This is an optimization exercise on Yosys and OpenROAD, whose aim is a short achievable clock period and few clock cycles, not a production implementation. No run shown here included a check of the RTL's function; only the layout flow was run. Power is estimated from default activity; no workload was simulated.

==> flow/constraint.sdc <==
create_clock -name core_clock -period 9.5 [get_ports {clk}]
set_input_delay 1.9000 -clock core_clock [delete_from_list [all_inputs] [get_ports {clk}]]
set_output_delay 1.9000 -clock core_clock [all_outputs]
set_load 0.01 [all_outputs]
==> flow/config.mk <==
export PLATFORM = sky130hd
export DESIGN_NAME = CPU
export DESIGN_NICKNAME = CPU
export VERILOG_FILES = /design/flow/design.v
export SDC_FILE = /design/flow/constraint.sdc
export NUM_CORES = 4
export LEC_CHECK = 0
export ABC_CLOCK_PERIOD_IN_PS = 2500
export CAP_MARGIN = 20
export CORE_MARGIN = 2
export CORE_UTILIZATION = 40
export SETUP_SLACK_MARGIN = 5
export SLEW_MARGIN = 20
==> flow/run.sh <==
#!/bin/bash
# synth_recipe.tcl (not shown) runs the flow's synth.tcl, then flattens the netlist and writes it again
# the make line also repeats each setting of config.mk as NAME=value (left out here)
make -C /OpenROAD-flow-scripts/flow DESIGN_CONFIG=/design/flow/config.mk WORK_HOME=/design/flow/orfs CLKGATE_MAP_FILE= SYNTH_SCRIPT=/design/flow/synth_recipe.tcl finish
==> flow/design.v <==
module ks_add32(
    input  [31:0] a,
    input  [31:0] b,
    input         cin,
    output [31:0] s,
    output        cout
    );
    wire [31:0] p0 = a ^ b;
    wire [31:0] g0 = a & b;
    wire [31:0] g1, p1, g2, p2, g3, p3, g4, p4, g5, p5;
    wire [31:0] gi = {g0[31:1], g0[0] | (p0[0] & cin)};
    genvar i;
    generate
        for (i = 0; i < 32; i = i + 1) begin : l1
            if (i >= 1) begin
                assign g1[i] = gi[i] | (p0[i] & gi[i-1]);
                assign p1[i] = p0[i] & p0[i-1];
            end else begin
                assign g1[i] = gi[i];
                assign p1[i] = p0[i];
            end
        end
        for (i = 0; i < 32; i = i + 1) begin : l2
            if (i >= 2) begin
                assign g2[i] = g1[i] | (p1[i] & g1[i-2]);
                assign p2[i] = p1[i] & p1[i-2];
            end else begin
                assign g2[i] = g1[i];
                assign p2[i] = p1[i];
            end
        end
        for (i = 0; i < 32; i = i + 1) begin : l3
            if (i >= 4) begin
                assign g3[i] = g2[i] | (p2[i] & g2[i-4]);
                assign p3[i] = p2[i] & p2[i-4];
            end else begin
                assign g3[i] = g2[i];
                assign p3[i] = p2[i];
            end
        end
        for (i = 0; i < 32; i = i + 1) begin : l4
            if (i >= 8) begin
                assign g4[i] = g3[i] | (p3[i] & g3[i-8]);
                assign p4[i] = p3[i] & p3[i-8];
            end else begin
                assign g4[i] = g3[i];
                assign p4[i] = p3[i];
            end
        end
        for (i = 0; i < 32; i = i + 1) begin : l5
            if (i >= 16) begin
                assign g5[i] = g4[i] | (p4[i] & g4[i-16]);
                assign p5[i] = p4[i] & p4[i-16];
            end else begin
                assign g5[i] = g4[i];
                assign p5[i] = p4[i];
            end
        end
    endgenerate
    wire [32:0] c = {g5, cin};
    assign s = p0 ^ c[31:0];
    assign cout = c[32];
endmodule
module ks_lt32(
    input  [31:0] a,
    input  [31:0] b,
    output        ltu,
    output        lts
    );
    wire [31:0] s;
    wire        cout;
    ks_add32 sub(.a(a), .b(~b), .cin(1'b1), .s(s), .cout(cout));
    assign ltu = ~cout;
    assign lts = ~cout ^ a[31] ^ b[31];
endmodule
module Register_File(
    input         clk,
    input  [4:0]  ra1, ra2,
    output [31:0] rd1, rd2,
    input  [4:0]  wa,
    input  [31:0] wd,
    input         we
    );
    reg [31:0] rf [1:31];
    assign rd1 = (ra1 == 5'd0) ? 32'd0 : rf[ra1];
    assign rd2 = (ra2 == 5'd0) ? 32'd0 : rf[ra2];
    always @(posedge clk) begin
        if (we && wa != 5'd0)
            rf[wa] <= wd;
    end
endmodule
module CPU(
    input clk,
    input rstn,
    output [31:0] imem_addr,
    input  [31:0] imem_rdata,
    output [31:0] dmem_addr,
    output [31:0] dmem_wdata,
    output dmem_we,
    input  [31:0] dmem_rdata
    );
    reg  [31:0] pc_f;
    reg         v_d;
    reg  [31:0] pc_d;
    reg  [31:0] ir_d;
    reg         hit_d;       
    reg         pt_d;        
    reg         wr_e, ld_e, st_e, beq_e, blt_e, bltu_e, jalr_e, cb_e, jal_e;
    reg         pt_e;
    reg  [4:0]  rd_e;
    reg  [31:0] a_e, b_e, sd_e, pre_e, tgt_e, pc4_e, pc_e;
    reg         fa_e, fb_e, fs_e;            
    reg         s_add_e, s_sub_e, s_xor_e, s_or_e, s_and_e, s_sll_e, s_sr_e, s_pre_e;
    reg         sra_e;
    reg  [4:0]  sh_e;
    reg         wr_m, ld_m, st_m;
    reg  [4:0]  rd_m;
    reg  [31:0] res_m, sd_m;
    reg         btb_v  [0:7];
    reg         btb_t  [0:7];
    reg  [27:0] btb_tag[0:7];
    reg  [31:1] btb_tgt[0:7];
    assign dmem_addr  = res_m;
    assign dmem_wdata = sd_m;
    assign dmem_we    = st_m;
    wire [31:0] wb_data = ld_m ? dmem_rdata : res_m;
    wire [6:0] op  = ir_d[6:0];
    wire [4:0] rs1 = ir_d[19:15];
    wire [4:0] rs2 = ir_d[24:20];
    wire [4:0] rd  = ir_d[11:7];
    wire [2:0] f3  = ir_d[14:12];
    wire is_op    = (op[6:2] == 5'b01100);
    wire is_opi   = (op[6:2] == 5'b00100);
    wire is_lui   = (op[6:2] == 5'b01101);
    wire is_auipc = (op[6:2] == 5'b00101);
    wire is_ld    = (op[6:2] == 5'b00000);
    wire is_st    = (op[6:2] == 5'b01000);
    wire is_br    = (op[6:2] == 5'b11000);
    wire is_jal   = (op[6:2] == 5'b11011);
    wire is_jalr  = (op[6:2] == 5'b11001);
    wire use1 = is_op | is_opi | is_ld | is_st | is_br | is_jalr;
    wire use2 = is_op | is_st | is_br;
    wire wrs  = is_op | is_opi | is_lui | is_auipc | is_ld | is_jal | is_jalr;
    wire stall = v_d & ld_e & ((use1 & (rs1 == rd_e)) | (use2 & (rs2 == rd_e)));
    wire [31:0] imm_i = {{20{ir_d[31]}}, ir_d[31:20]};
    wire [31:0] imm_s = {{20{ir_d[31]}}, ir_d[31:25], ir_d[11:7]};
    wire [31:0] imm_b = {{20{ir_d[31]}}, ir_d[7], ir_d[30:25], ir_d[11:8], 1'b0};
    wire [31:0] imm_u = {ir_d[31:12], 12'b0};
    wire [31:0] imm_j = {{12{ir_d[31]}}, ir_d[19:12], ir_d[20], ir_d[30:21], 1'b0};
    wire [31:0] imm_pc = is_br ? imm_b : (is_jal ? imm_j : imm_u);
    wire [31:0] tgt_d;
    ks_add32 tgt_add(.a(pc_d), .b(imm_pc), .cin(1'b0), .s(tgt_d), .cout());
    wire [31:0] pc4_d = pc_d + 32'd4;
    wire [31:0] rf1, rf2;
    Register_File Register_File_dut(
        .clk(clk), .ra1(rs1), .ra2(rs2), .rd1(rf1), .rd2(rf2),
        .wa(rd_m), .wd(wb_data), .we(wr_m)
    );
    wire byp1 = wr_m & (rd_m == rs1);
    wire byp2 = wr_m & (rd_m == rs2);
    wire [31:0] rv1 = byp1 ? wb_data : rf1;
    wire [31:0] rv2 = byp2 ? wb_data : rf2;
    wire use_imm = is_opi | is_ld | is_st | is_jalr;
    wire [31:0] imm_alu = is_st ? imm_s : imm_i;
    wire go_d       = v_d & ~stall;
    wire redirect_d = go_d & ~hit_d & (is_jal | (is_br & ir_d[31]));
    wire pt_dd      = pt_d | redirect_d;
    wire [31:0] A = fa_e ? res_m : a_e;
    wire [31:0] B = fb_e ? res_m : b_e;
    wire [31:0] S = fs_e ? res_m : sd_e;
    wire [31:0] sum, dif;
    ks_add32 add_u(.a(A), .b(B),  .cin(1'b0), .s(sum), .cout());
    ks_add32 sub_u(.a(A), .b(~B), .cin(1'b1), .s(dif), .cout());
    wire ltu, lts;
    ks_lt32 cmp_u(.a(A), .b(B), .ltu(ltu), .lts(lts));
    wire eq = (A == B);
    wire [31:0] shl = A << sh_e;
    wire [31:0] shr = $signed({sra_e & A[31], A}) >>> sh_e;
    wire [31:0] res_e = ({32{s_add_e}} & sum)
                      | ({32{s_sub_e}} & dif)
                      | ({32{s_xor_e}} & (A ^ B))
                      | ({32{s_or_e }} & (A | B))
                      | ({32{s_and_e}} & (A & B))
                      | ({32{s_sll_e}} & shl)
                      | ({32{s_sr_e }} & shr)
                      | ({32{s_pre_e}} & pre_e);
    wire taken_e    = (beq_e & eq) | (blt_e & lts) | (bltu_e & ltu);
    wire redirect_e = (cb_e & (taken_e ^ pt_e)) | jalr_e;
    wire [31:0] rtgt_e = jalr_e ? {sum[31:1], 1'b0} : (pt_e ? pc4_e : tgt_e);
    assign imem_addr = pc_f;
    wire [2:0]  bi      = pc_f[4:2];
    wire [27:0] ftag    = {pc_f[31:5], pc_f[1]};
    wire        btb_hit = btb_v[bi] & (btb_tag[bi] == ftag);
    wire        btb_pt  = btb_hit & btb_t[bi];
    wire [31:0] pc4_f   = pc_f + 32'd4;
    wire [31:0] npc_a   = btb_pt ? {btb_tgt[bi], 1'b0} : pc4_f;
    wire [31:0] npc_b   = redirect_d ? tgt_d : npc_a;
    wire [31:0] npc     = redirect_e ? rtgt_e : (stall ? pc_f : npc_b);
    always @(posedge clk or negedge rstn) begin
        if (!rstn)
            pc_f <= 32'd0;
        else
            pc_f <= npc;
    end
    always @(posedge clk or negedge rstn) begin
        if (!rstn)
            v_d <= 1'b0;
        else if (redirect_e | redirect_d)
            v_d <= 1'b0;
        else if (!stall)
            v_d <= 1'b1;
    end
    always @(posedge clk) begin
        if (!stall) begin
            pc_d  <= pc_f;
            ir_d  <= imem_rdata;
            hit_d <= btb_hit;
            pt_d  <= btb_pt;
        end
    end
    wire go_e = go_d & ~redirect_e;
    always @(posedge clk or negedge rstn) begin
        if (!rstn) begin
            wr_e <= 1'b0; ld_e <= 1'b0; st_e <= 1'b0;
            beq_e <= 1'b0; blt_e <= 1'b0; bltu_e <= 1'b0;
            jalr_e <= 1'b0; cb_e <= 1'b0; jal_e <= 1'b0;
        end else begin
            wr_e   <= go_e & wrs & (rd != 5'd0);
            ld_e   <= go_e & is_ld;
            st_e   <= go_e & is_st;
            beq_e  <= go_e & is_br & (f3 == 3'b000);
            blt_e  <= go_e & is_br & (f3 == 3'b100);
            bltu_e <= go_e & is_br & (f3 == 3'b110);
            cb_e   <= go_e & is_br;
            jalr_e <= go_e & is_jalr;
            jal_e  <= go_e & is_jal;
        end
    end
    always @(posedge clk) begin
        rd_e    <= rd;
        pt_e    <= pt_dd;
        a_e     <= rv1;
        b_e     <= use_imm ? imm_alu : rv2;
        sd_e    <= rv2;
        fa_e    <= wr_e & (rd_e == rs1);
        fb_e    <= ~use_imm & wr_e & (rd_e == rs2);
        fs_e    <= wr_e & (rd_e == rs2);
        pre_e   <= is_lui ? imm_u : (is_auipc ? tgt_d : pc4_d);
        tgt_e   <= tgt_d;
        pc4_e   <= pc4_d;
        pc_e    <= pc_d;
        s_add_e <= (is_op & ~ir_d[30] & (f3 == 3'b000)) | (is_opi & (f3 == 3'b000)) | is_ld | is_st;
        s_sub_e <= is_op & ir_d[30] & (f3 == 3'b000);
        s_xor_e <= (is_op | is_opi) & (f3 == 3'b100);
        s_or_e  <= (is_op | is_opi) & (f3 == 3'b110);
        s_and_e <= (is_op | is_opi) & (f3 == 3'b111);
        s_sll_e <= is_opi & (f3 == 3'b001);
        s_sr_e  <= is_opi & (f3 == 3'b101);
        s_pre_e <= is_lui | is_auipc | is_jal | is_jalr;
        sra_e   <= ir_d[30];
        sh_e    <= ir_d[24:20];
    end
    always @(posedge clk or negedge rstn) begin
        if (!rstn) begin
            wr_m <= 1'b0; ld_m <= 1'b0; st_m <= 1'b0;
        end else begin
            wr_m <= wr_e; ld_m <= ld_e; st_m <= st_e;
        end
    end
    always @(posedge clk) begin
        rd_m  <= rd_e;
        res_m <= res_e;
        sd_m  <= S;
    end
    wire [2:0]  ei   = pc_e[4:2];
    wire [27:0] etag = {pc_e[31:5], pc_e[1]};
    wire        ehit = btb_v[ei] & (btb_tag[ei] == etag);
    wire        e_tk = taken_e | jal_e;
    integer k;
    always @(posedge clk or negedge rstn) begin
        if (!rstn) begin
            for (k = 0; k < 8; k = k + 1) btb_v[k] <= 1'b0;
        end else if ((cb_e | jal_e) & e_tk) begin
            btb_v[ei] <= 1'b1;
        end
    end
    always @(posedge clk) begin
        if ((cb_e | jal_e) & (e_tk | ehit)) begin
            btb_t[ei]   <= e_tk;
            btb_tag[ei] <= etag;
            btb_tgt[ei] <= tgt_e[31:1];
        end
    end
endmodule
==> Implementation_results.wiki, run 1 <==
{| class="wikitable"
! Metric !! Value
|-
| Status || complete, no violations
|-
| Worst reg2reg path depth || 13
|-
| Most common cell after layout, fill and taps aside || edfxtp_1
|-
| Number of port buffers || 160
|-
| Initial drt markers || between 7000 and 8000
|-
| Fin nets || between 6000 and 7000
|-
| Total half-perimeter wirelength after legalization and detailed placement || about 210000 um
|-
| Top-level I/O count || approximately 160
|-
| Row count || ~180
|-
| Final GP Congestion || 0.9697
|-
| Total chip power || 26.36 mW
|-
| RR Startpoint || fb_e
|-
| Core outline area || between 0.2 and 0.25 mm^2
|-
| Worst path slowest cell || ha_2
|-
| Aggregate routed wire length || 323500 um
|-
| Height of the chip || approximately 480 um
|-
| Critical Path RT || slightly above 10000 ps
|-
| Reg clk slew, reported paths || ~70 ps
|-
| Setup slack of the most critical reg-to-reg path || 5010 ps
|-
| Final Max Slew Viols || 0
|-
| Worst min-delay path endpoint || wr_m
|-
| Startpoint class of the critical path || register
|-
| Largest incremental delay on the critical path || 510 ps
|-
| Async set or reset register ratio after synthesis || 2.772%
|-
| Number of hold violations in the final report || 0
|-
| Cell chain of the critical path || buf_12 > mux2i_1 > ha_2 > nand4_1 > nor3_1 > nor4_2 > a2111oi_2 > nand3b_1 > a31oi_2 > o21ai_1 > xnor2_2 > a32o_1 > a211o_1
|-
| EDFF count, synth || 1536
|-
| Flops & latches, synth || roughly 1900
|-
| Area after detailed placement || roughly 0.098 mm^2
|-
| Total via count after detailed routing || about 60000
|-
| Critical Path End Type || register
|-
| # DRC || 0
|-
| Maxcap violations || 0
|-
| Pin count of the biggest net entering global routing || ~100
|-
| Post-Place Setup Slack || 3231 ps
|-
| Width of the die || 484.7 um
|-
| Clock insertion delay at the later pin of the skew report || between 800 and 900 ps
|-
| Clock Tree Root || clkbuf_16
|-
| Setup Skew || approximately 50 ps
|-
| Sequential fraction of the synthesis area || 58.33%
|-
| Number of placed instances, taps included || just over 9000
|-
| Area contributors post-synth || edfxtp_1 50%, mux4_2 16%, dfxtp_1 7.0%
|-
| Final Instance Area || roughly 0.11 mm^2
|-
| Total Negative Setup Slacks || 0 ps
|-
| Peak ir drop on the vdd network || 201.8 uV
|-
| Number of setup violations in the final report || 0
|-
| Source of the worst hold timing path || wr_e
|-
| Global Route Usage Sum || a little over a quarter
|-
| Area fraction of the dominant cell type after synthesis || between 40% and 50%
|-
| Maximum fanout count along the critical path || 16
|-
| Minimum setup slack in the final design || 5005 ps
|-
| Syn Inst Count || about 6200
|-
| Number of cells on the worst hold path || 0
|-
| Crit share post-route || between 40% and 50%
|-
| Detail-routed via count per cell || approximately 6.3
|-
| Worst-Margin Slew || 1055 ps
|-
| Mean routed wirelength per cell || 33.64 um
|-
| Mapped cell area || around 0.092 mm^2
|-
| Relative slew slack || about 28%
|-
| Clock tree sinks || between 1500 and 2000
|-
| Library cell occupying the most area in the post-synthesis netlist || edfxtp_1
|-
| Via count of the first global-routing pass || 59380
|-
| Share of post-route cells with drive strength above 1 || 24.81%
|-
| Overflow after GRT || 0
|-
| Static leakage || roughly 37 nW
|-
| Number of cells in the finished layout apart from fillers || ~9600
|-
| Hold Buf Count CTS || 0
|-
| Final Critical Period || about 4500 ps
|-
| First-pass GRT wire length || 452800 um
|-
| Initial antenna violation count || 17
|-
| Number of buffers between clock root and the deepest sink || 3
|-
| Unrepaired setup endpoints after global routing || yes
|-
| Number of clock buffers inserted by TritonCTS || 197
|-
| Worst setup path category || register to register
|-
| Crit Reg-Reg Endpoint || pc_f[31]
|-
| Syn-to-layout area delta || 16.03%
|-
| Clock H-tree levels || 4
|-
| Die Area || approximately 0.23 mm^2
|-
| Min-Delay Path Class || register to register
|-
| Max Clock Freq || 0.2225 GHz
|-
| Number of warnings printed during yosys synthesis || 3
|-
| Power per unit of standard cell area || ~250 mW/mm^2
|-
| Netlist cell types || 94
|-
| Post-route antenna net violation count || 0
|-
| TritonCTS clock tree || yes
|-
| Post-Synthesis Net Count || between 6000 and 7000
|-
| Mean cell area of the mapped netlist || around 15 um^2
|-
| Initial standard-cell utilization of the core || roughly two fifths
|-
| Arrival time at the worst endpoint || approximately 5200 ps
|-
| Commonest non-fill, non-tap cells in the layout || 1536 x edfxtp_1, 675 x mux4_2, 368 x mux2i_1, 317 x nor2_1, 301 x dfxtp_1
|-
| First-pass iteration count of the detailed router || 6
|-
| Commonest register cell after synthesis || edfxtp_1
|}
power by group:
group | internal, mW | switching (mW) | total (mW)
clock network | 4.39 | 3.38 | 7.77
logic | 2.74 | 4.43 | 7.17
registers | 10.2 | 1.21 | 11.4
worst max-delay path, delay by kind of cell, from the launching register on:
| family | cells | cell delay [ps] |
|---|---|---|
| muxes | 1 | 500 |
| AOI/OAI and AO/OA | 5 | 1620 |
| xor gates and xnor gates | 1 | 280 |
| DFF | 1 | 370 |
| and+or+nand+nor | 4 | 910 |
| buffers and inverters | 1 | 140 |
| adders and majority gates | 1 | 510 |
what timing repair did:
item,4_1_cts,5_1_grt
setup endpoints to repair,602,548
buffers inserted,73,44
gates resized for setup,210,134
gates cloned,11,6
pin swaps,37,32
worst max-delay path by stage:
stage                     depth (start not counted)       endpoint     from
final                                            13       pc_f[31]     fb_e
after global routing                             18      pre_e[31]  ir_d[5]
after CTS                                        16  btb_tgt[6][8]     fa_e
after detailed placement                         13  btb_tgt[4][8]     fa_e
after global placement                           13  btb_tgt[5][8]     fa_e
after floorplan                                  17       pc_f[12]     fa_e
Yosys cell counts (29+ instances only):
cell	count
edfxtp_1	1536
mux4_2	675
mux2i_1	422
nor2_1	356
dfxtp_1	323
clkbuf_1	316
nand2_1	293
a21oi_1	219
o21ai_0	216
inv_1	185
ha_1	133
a22oi_1	128
xnor2_1	123
a211oi_1	103
buf_1	88
mux2_2	87
nand3_1	75
o22ai_1	73
xor2_1	66
nor3_1	60
nand4_1	55
dfrtp_1	53
a21o_1	49
a221oi_1	37
a31oi_1	37
nor4_1	31
o21bai_1	29
per-stage QoR:
step                hold slack, ps  util, %
global route                 401.7    46.64
CTS                          383.1    46.13
finish                       383.0    46.65
global placement             374.1    42.52
floorplan                    331.2        -
detailed placement           373.4    42.53
per-layer routing:
metal,vias to the layer above,share of wire (%),GRT usage (%)
li1,25240,-,-
met1,31790,39,35.31
met2,3284,47,42.88
met3,723,8.3,5.008
met4,4,6.0,13.74
met5,-,0.0099,0
logic make-up (layout without fill, tap and decap cells):
kind of cell / after synthesis / count (layout) / share of synthesized area (%)
flip-flops: 1912 / 1912 / 58.33
multiplexers: 1186 / 1186 / 22.11
XOR/XNOR: 189 / 189 / 1.791
buffers and inverters: 628 / 1001 / 2.636
AO/OA/AOI/OAI: 1117 / 1118 / 8.087
adder cells (fa/ha/maj): 136 / 136 / 1.865
AND/OR/NAND/NOR: 1034 / 1044 / 5.179
other: 0 / 5 / 0
registers in the layout, indices dropped and copies added, names as in the netlist, 5 cells and up, named ones only:
register	count
pc_f	32
a_e	32
b_e	32
pc4_e	30
pc_e	32
btb_tgt	248
btb_tag	224
res_m	32
sd_m	32
pc_d	32
Register_File_dut.rf	992
btb_t	8
ir_d	30
tgt_e	31
sd_e	32
rd_e	5
sh_e	5
rd_m	5
pre_e	32
btb_v	8
final cells by class:
class                   count  area, um^2
fillers                 19900      122700
flip-flops and latches   1912       53980
multi-input cells        3673       37930
clock buffers             275        5470
repair buffers            439        4369
well taps                3026        3786
clock inverters            95       948.4
inverters                 191       740.7
diodes                      5       12.51
repair inverters            1       8.758
==> run 2, diff against run 1 <==
==> flow/flow/run.sh (new file) <==
#!/bin/bash
# Standard ORFS layout, with repair_timing asked for extra setup margin so
# that it keeps optimising below the (loose) clock constraint.
set -euo pipefail
MARGIN=${MARGIN:-6.2}
bash standard.sh SETUP_SLACK_MARGIN=$MARGIN finish > standard_flow.log 2>&1
==> flow/standard.sh (new file) <==
#!/bin/bash
# synth_recipe.tcl (not shown) runs the flow's synth.tcl, then flattens the netlist and writes it again
# the make line also repeats each setting of config.mk as NAME=value (left out here)
make -C /OpenROAD-flow-scripts/flow DESIGN_CONFIG=/design/flow/config.mk WORK_HOME=/design/flow/orfs CLKGATE_MAP_FILE= SYNTH_SCRIPT=/design/flow/synth_recipe.tcl "${@:-finish}"
--- a/flow/config.mk
+++ b/flow/config.mk
@@ -9,5 +9,4 @@
 export CAP_MARGIN = 20
 export CORE_MARGIN = 2
 export CORE_UTILIZATION = 40
-export SETUP_SLACK_MARGIN = 5
 export SLEW_MARGIN = 20
removed: flow/run.sh
==> run 2 against run 1 <==
Compared with the run above:
- sequential share of layout area is 3.4 points lower
- setup slack better by 83 ps
- largest cell class unchanged
- register-to-register slack better by 80 ps
- non-clock buffer count is 376 higher
- combinational power is 28% higher
- global-route usage is 2.2 points higher
- via count is 5.5% higher
- routed wire length is 9.8% higher
- critical endpoint is now pc_f[18]
- hold slack worse by 32 ps
==> Implementation_results.wiki, run 2 <==
{| class="wikitable"
! Metric !! Value
|-
| Setup slack of the most critical reg-to-reg path || 5090 ps (+80 ps)
|-
| Fin nets || 7010 (+5.9%)
|-
| Clock tree sinks || 1912 (unchanged)
|-
| Register containing the most flip-flops in the final layout || Register_File_dut.rf
|-
| Core outline area || 0.2299 mm^2 (unchanged)
|-
| Final Max Slew Viols || 0 (unchanged)
|-
| Number of warnings printed during yosys synthesis || 3 (unchanged)
|-
| Number of cells on the worst hold path || 0 (unchanged)
|-
| Sequential fraction of the synthesis area || 58.33% (unchanged)
|-
| Hold slack || 350.9 ps (-32.08 ps)
|-
| Clock Tree Root || clkbuf_16
|-
| Mapped cell area || 0.09243 mm^2 (unchanged)
|-
| Initial standard-cell utilization of the core || 40.20% (unchanged)
|-
| Most instantiated cells after synthesis || 1536 x edfxtp_1, 675 x mux4_2, 422 x mux2i_1
|-
| EDFF count, synth || 1536 (unchanged)
|-
| Library cell occupying the most area in the post-synthesis netlist || edfxtp_1
|-
| Number of buffers between clock root and the deepest sink || 3 (unchanged)
|-
| Mean routed wirelength per cell || 35.44 um (+5.3%)
|-
| Syn-to-layout area delta || 24.76%
|-
| Commonest non-fill, non-tap cells in the layout || 1536 x edfxtp_1, 675 x mux4_2, 378 x buf_4, 322 x mux2i_1, 312 x nor2_1
|-
| Flip-flop count of the largest register, all copies and words added || 992 (unchanged)
|-
| Detail-routed via count per cell || 6.427 (+1.3%)
|-
| Largest incremental delay on the critical path || 500 ps (about the same)
|-
| Number of port buffers || 160 (unchanged)
|-
| TritonCTS clock tree || yes
|-
| Total Negative Setup Slacks || 0 ps (unchanged)
|-
| Status || complete, no violations
|-
| RR Startpoint || fa_e
|-
| Number of setup violations in the final report || 0 (unchanged)
|-
| Most used standard cell by instance count after synthesis || edfxtp_1
|-
| Syn Inst Count || 6202 (unchanged)
|-
| Final Instance Area || 0.1153 mm^2 (+7.5%)
|-
| Clock insertion delay at the later pin of the skew report || 900 ps (+30 ps)
|-
| Async set or reset register ratio after synthesis || 2.772% (unchanged)
|-
| Number of clock buffers inserted by TritonCTS || 200 (+1.5%)
|-
| Power per unit of standard cell area || 246.8 mW/mm^2 (+0.41%)
|-
| Worst path slowest cell || a222oi_1
|-
| Commonest register cell after synthesis || edfxtp_1
|-
| Width of the die || 484.7 um (unchanged)
|-
| Top cell by count, worst path || buf_6
|-
| Number of hold violations in the final report || 0 (unchanged)
|-
| Cell chain of the critical path || buf_12 > mux2i_4 > ha_4 > nor4_4 > and3_4 > o211ai_1 > buf_4 > and2_4 > buf_6 > a21boi_4 > nor4_4 > buf_6 > o31ai_4 > buf_6 > clkinvlp_4 > a222oi_1 > a22o_1
|-
| Static leakage || 39.95 nW (+9.2%)
|-
| Area fraction of the dominant cell type after synthesis || 49.90% (unchanged)
|-
| Worst reg2reg path depth || 17 (+4)
|-
| Die Area || 0.2349 mm^2 (unchanged)
|-
| Critical Path RT || 10320 ps (+80 ps)
|-
| Clock H-tree levels || 4 (unchanged)
|-
| Total half-perimeter wirelength after legalization and detailed placement || 205100 um (-0.87%)
|-
| Global Route Usage Sum || 29.09% (+2.2 points)
|-
| Maximum fanout count along the critical path || 12 (-4)
|-
| Height of the chip || 484.7 um (unchanged)
|-
| Final GP Congestion || 0.9710 (+0.13%)
|-
| Max Clock Freq || 0.2267 GHz (+1.9%)
|-
| First-pass iteration count of the detailed router || 10 (+4)
|-
| Reg clk slew, reported paths || 70 ps (about the same)
|-
| Final Critical Period || 4412 ps (-82.62 ps)
|-
| Multi-input logic area || 0.04032 mm^2 (+6.3%)
|-
| Flops & latches, synth || 1912 (unchanged)
|-
| Worst-Margin Slew || 1051 ps (-3.918 ps)
|-
| Worst min-delay path endpoint || st_m
|-
| Initial drt markers || 8374 (+8.9%)
|-
| Most common cell after layout, fill and taps aside || edfxtp_1
|-
| Share of post-route cells with drive strength above 1 || 35.53% (+11 points)
|-
| Reg area || 0.05417 mm^2 (+0.34%)
|-
| Overflow after GRT || 0 (unchanged)
|-
| Hold Buf Count CTS || 0 (unchanged)
|-
| Netlist cell types || 94 (unchanged)
|-
| Largest registers || Register_File_dut.rf: 992 flops, btb_tgt: 248 flops, btb_tag: 224 flops
|-
| Initial antenna violation count || 19 (+2)
|-
| Number of buffers and inverters on the critical path || 6 (+5)
|-
| Relative slew slack || 29.50% (+1.9 points)
|-
| Via count of the first global-routing pass || 63010 (+6.1%)
|-
| Mean cell area of the mapped netlist || 14.90 um^2 (unchanged)
|-
| Post-Synthesis Net Count || 6404 (unchanged)
|-
| Source of the worst hold timing path || st_e
|-
| Top-level I/O count || 163 (unchanged)
|-
| Cell family contributing the most delay on the critical path || compound AO/OA/AOI/OAI gates
|-
| Startpoint class of the critical path || register
|-
| Area after detailed placement || 0.09820 mm^2 (+0.44%)
|-
| Area contributors post-synth || edfxtp_1 50%, mux4_2 16%, dfxtp_1 7.0%
|-
| Number of fillers in the final layout || 18910 (-5.0%)
|-
| Min-Delay Path Class || register to register
|-
| Critical Path End Type || register
|-
| Post-route antenna net violation count || 0 (unchanged)
|-
| Arrival time at the worst endpoint || 5230 ps (about the same)
|-
| First-pass GRT wire length || 485200 um (+7.2%)
|-
| Aggregate routed wire length || 355100 um (+9.8%)
|-
| Peak ir drop on the vdd network || 225.1 uV (+12%)
|-
| Crit share post-route || 46.44% (-0.87 points)
|-
| Maxcap violations || 0 (unchanged)
|-
| Pin count of the biggest net entering global routing || 86 (-17%)
|-
| Setup Skew || 88.70 ps (+37.70 ps)
|-
| Total via count after detailed routing || 64400 (+5.5%)
|-
| Worst setup path category || register to register
|-
| Unrepaired setup endpoints after global routing || yes
|-
| Crit Reg-Reg Endpoint || pc_f[18]
|-
| # DRC || 0 (unchanged)
|-
| Row count || 176 (unchanged)
|}
## run 2: cell counts after synthesis
No cell type changed its count.
## run 2: final cells by class
type	count	area share, %
clock buffers	254	4.632
inverters	191	0.6912
clock inverters	125	1.080
repair inverters	8	0.05642
repair buffers	815	8.297
diodes	9	0.01953
flip-flops and latches	1912	46.97
multi-input cells	3680	34.97
well taps	3026	3.283
## run 2: kinds of logic (layout without fill, tap and decap cells)
group | Yosys count | count (layout) | share of synthesized area, %
compound gates | 1117 | 1119 | 8.087
flops | 1912 | 1912 | 58.33
xor+xnor | 189 | 189 | 1.791
simple gates | 1034 | 1050 | 5.179
fa+ha+maj | 136 | 136 | 1.865
mux | 1186 | 1186 | 22.11
other cells | 0 | 9 | 0
buf+inv | 628 | 1393 | 2.636
## run 2: through the flow
stage,total power [mW],worst slack (ps),util (%),instances
final,28.46,5088,50.16,10020
after detailed placement,18.13,3291,42.71,9083
after global placement,18.07,3312,42.71,9083
after global routing,29.15,5017,50.15,10020
after floorplan,15.11,5314,-,6202
after CTS,27.69,5264,49.00,9875
## run 2: worst max-delay path by stage
stage / slack, ps / end / startpoint / cells after the start
after floorplan: 5310 / pc_f[31] / pc_f[2] / 20
after global placement: 3310 / btb_tgt[1][3] / fb_e / 13
after detailed placement: 3290 / btb_tgt[1][10] / fb_e / 13
after CTS: 5260 / btb_tgt[5][28] / fa_e / 18
after global routing: 5020 / pc_f[18] / fa_e / 18
final: 5090 / pc_f[18] / fa_e / 17
## run 2: per-layer routing
layer	vias to the layer above	track usage (%)	part of all wire, %
met4	10	17.31	7.5
met3	1024	5.792	9.8
met2	4104	46.22	47
met1	33230	37.01	36
met5	-	0	0.015
li1	26030	-	-
## run 2: report_power, final
group	internal (mW)	switching [mW]	leakage [nW]
Combinational	3.83	5.35	19.3
Sequential	10.3	1.11	17.5
Clock	4.36	3.55	3.18
## run 2: repair_timing
| action | in CTS | in global routing |
|---|---|---|
| setup endpoints to repair | 1023 | 970 |
| gates cloned | 60 | 30 |
| setup buffers | 353 | 106 |
| pin swaps | 153 | 112 |
| resized for setup | 1300 | 249 |

## afterwards: timing with drivers on the ports
The results above use ideal ports. As a check the final layouts listed here were re-extracted and re-timed, cells and wires unchanged.
Step 1 sets driving cells, clkbuf_16 on the clock port and buf_2 on the other inputs (assumed; they add their load-dependent delay and slew).
Step 2 times the ports against the registers' clock, not the clock port: input delays grow and output delays shrink by t, the midpoint of the rising clock arrivals with the driver on.
a / b / c = ideal ports / drivers / drivers and shift; a / b = the first two.
run	t, ns	setup WS [ns]	worst setup path at the end	latest minus earliest clock arrival (ns)	worst register clock-pin slew, ns
run 1	0.932	5.005 / 5.005 / 4.992	input to register	0.054 / 0.054	0.07 / 0.07
run 2	0.953	5.088 / 5.088 / 5.088	register to register	0.089 / 0.089	0.07 / 0.07
After both steps every run listed still meets setup and hold. The setup slack of run 1, which loses most, moves by 0.000 ns with the drivers and by -0.013 ns with both steps.
